Source: an optimization exercise on an open RTL-to-GDS flow. Production flows keep margins and buffers that such runs may drop. In this exercise RTL edits were held to simulation tests only and were not proved equivalent to the original. Power figures rest on the tool's default switching activity, not on a simulated workload.

== job 101 ==
==> flow/design.v (excerpt) <==
module JAM (
input CLK,
input RST,
output [2:0] W,
output [2:0] J,
input [6:0] Cost,
output [3:0] MatchCount,
output [9:0] MinCost,
output Valid );
reg  [7:0] c;
always @(posedge CLK) begin
	if (RST)                 c <= 8'd0;
	else if (c != 8'd138)    c <= c + 8'd1;
end
assign W = c[5:3];
assign J = c[2:0];
assign Valid = c == 8'd138;
wire loading = ~c[7] & ~c[6];
reg [6:0] t0_0, t0_1, t0_2, t0_3, t0_4, t0_5, t0_6, t0_7;
reg [6:0] t1_0, t1_1, t1_2, t1_3, t1_4, t1_5, t1_6, t1_7;
reg [6:0] t2_0, t2_1, t2_2, t2_3, t2_4, t2_5, t2_6, t2_7;
reg [6:0] t3_0, t3_1, t3_2, t3_3, t3_4, t3_5, t3_6, t3_7;
reg [6:0] t4_0, t4_1, t4_2, t4_3, t4_4, t4_5, t4_6, t4_7;
reg [6:0] t5_0, t5_1, t5_2, t5_3, t5_4, t5_5, t5_6, t5_7;
reg [6:0] t6_0, t6_1, t6_2, t6_3, t6_4, t6_5, t6_6, t6_7;
reg [6:0] t7_0, t7_1, t7_2, t7_3, t7_4, t7_5, t7_6, t7_7;
always @(posedge CLK) begin
	t0_0 <= t0_1;
	t0_1 <= t0_2;
	t0_2 <= t0_3;
	t0_3 <= t0_4;
	t0_4 <= t0_5;
	t0_5 <= t0_6;
	t0_6 <= t0_7;
	t0_7 <= (loading && c[5:3] == 3'd0) ? Cost : t0_0;
	t1_0 <= t1_1;
	t1_1 <= t1_2;
	t1_2 <= t1_3;
	t1_3 <= t1_4;
	t1_4 <= t1_5;
	t1_5 <= t1_6;
	t1_6 <= t1_7;
	t1_7 <= (loading && c[5:3] == 3'd1) ? Cost : t1_0;
	t2_0 <= t2_1;
	t2_1 <= t2_2;
	t2_2 <= t2_3;
	t2_3 <= t2_4;
	t2_4 <= t2_5;
	t2_5 <= t2_6;
	t2_6 <= t2_7;
	t2_7 <= (loading && c[5:3] == 3'd2) ? Cost : t2_0;
	t3_0 <= t3_1;
	t3_1 <= t3_2;
	t3_2 <= t3_3;
	t3_3 <= t3_4;
	t3_4 <= t3_5;
	t3_5 <= t3_6;
	t3_6 <= t3_7;
	t3_7 <= (loading && c[5:3] == 3'd3) ? Cost : t3_0;
	t4_0 <= t4_1;
	t4_1 <= t4_2;
	t4_2 <= t4_3;
	t4_3 <= t4_4;
	t4_4 <= t4_5;
	t4_5 <= t4_6;
	t4_6 <= t4_7;
	t4_7 <= (loading && c[5:3] == 3'd4) ? Cost : t4_0;
	t5_0 <= t5_1;
	t5_1 <= t5_2;
	t5_2 <= t5_3;
	t5_3 <= t5_4;
	t5_4 <= t5_5;
	t5_5 <= t5_6;
  ...
Size: about 4800 cells after synthesis, ~820 flip-flops, roughly 30 I/O pins.
Settings: LEC_CHECK=0, CAP_MARGIN=20, CORE_MARGIN=2, CORE_UTILIZATION=40, SLEW_MARGIN=20; clock period 6.2 ns.
run.sh (not shown) runs the stock make flow with config.mk's settings and CLKGATE_MAP_FILE= SYNTH_SCRIPT=/design/flow/synth_recipe.tcl, a recipe that flattens the netlist after the stock synthesis.
Setup changes, job 101 to job 105
--- a/flow/design.v
+++ b/flow/design.v
@@ -170,20 +170,13 @@
 function [9:0] add9;   
 	input [8:0] a, b;
 	add9 = a + b;
 endfunction
 function lt10;   
 	input [9:0] a, b;
-	integer i;
-	reg l;
-	begin
-		l = 1'b0;
-		for (i = 0; i < 10; i = i + 1)
-			l = (~a[i] & b[i]) | (~(a[i] ^ b[i]) & l);
-		lt10 = l;
-	end
+	lt10 = a < b;
 endfunction
 function [12:0] mc9;           
 	input [12:0] x, y;
 	begin
 		if (x[12:4] == y[12:4])                          mc9 = {x[12:4], x[3:0] + y[3:0]};
 		else if (lt10({1'b0, x[12:4]}, {1'b0, y[12:4]})) mc9 = x;
### Flow results
As of job 105, cell area had fallen slightly compared to job 101. Of job 105 and job 101, it is job 105 that has the lower worst hold slack. In the flow results for job 105 and job 101, the final total power is larger on job 105. Job 105 -> job 101: maximum level of the CTS H-tree flat. Comparing job 105 and job 101, portion of total power attributed to sequential cells is lower on job 105. Job 101 and job 105 ended up with roughly the same simple-gate share of the synthesized area. Relative to job 101, job 105 improves post-synth design cell area.

port drivers added, routing unchanged:
How much do the figures lean on ideal ports? The routed layouts below were timed once more, with nothing changed but the port constraints. Step 1, drivers: a clkbuf_16 drives CLK and a buf_2 each remaining input, both assumed. Step 2 also shifts input and output timing later by t, the mid clock arrival at the registers, as if the neighbouring blocks saw the same clock. Slacks: ideal ports / drivers / drivers and shift; pairs: ideal ports / drivers.
| run | t, ns | setup slack, ns | clock arrival spread, ns | cell pins on the clock port's net |
|---|---|---|---|---|
| job 101 | 0.738 | 1.421 / 1.421 / 1.421 | 0.051 / 0.051 | 1 |
| job 105 | 0.740 | 1.227 / 1.227 / 1.227 | 0.077 / 0.077 | 1 |
After both steps setup and hold are still met in every run listed.
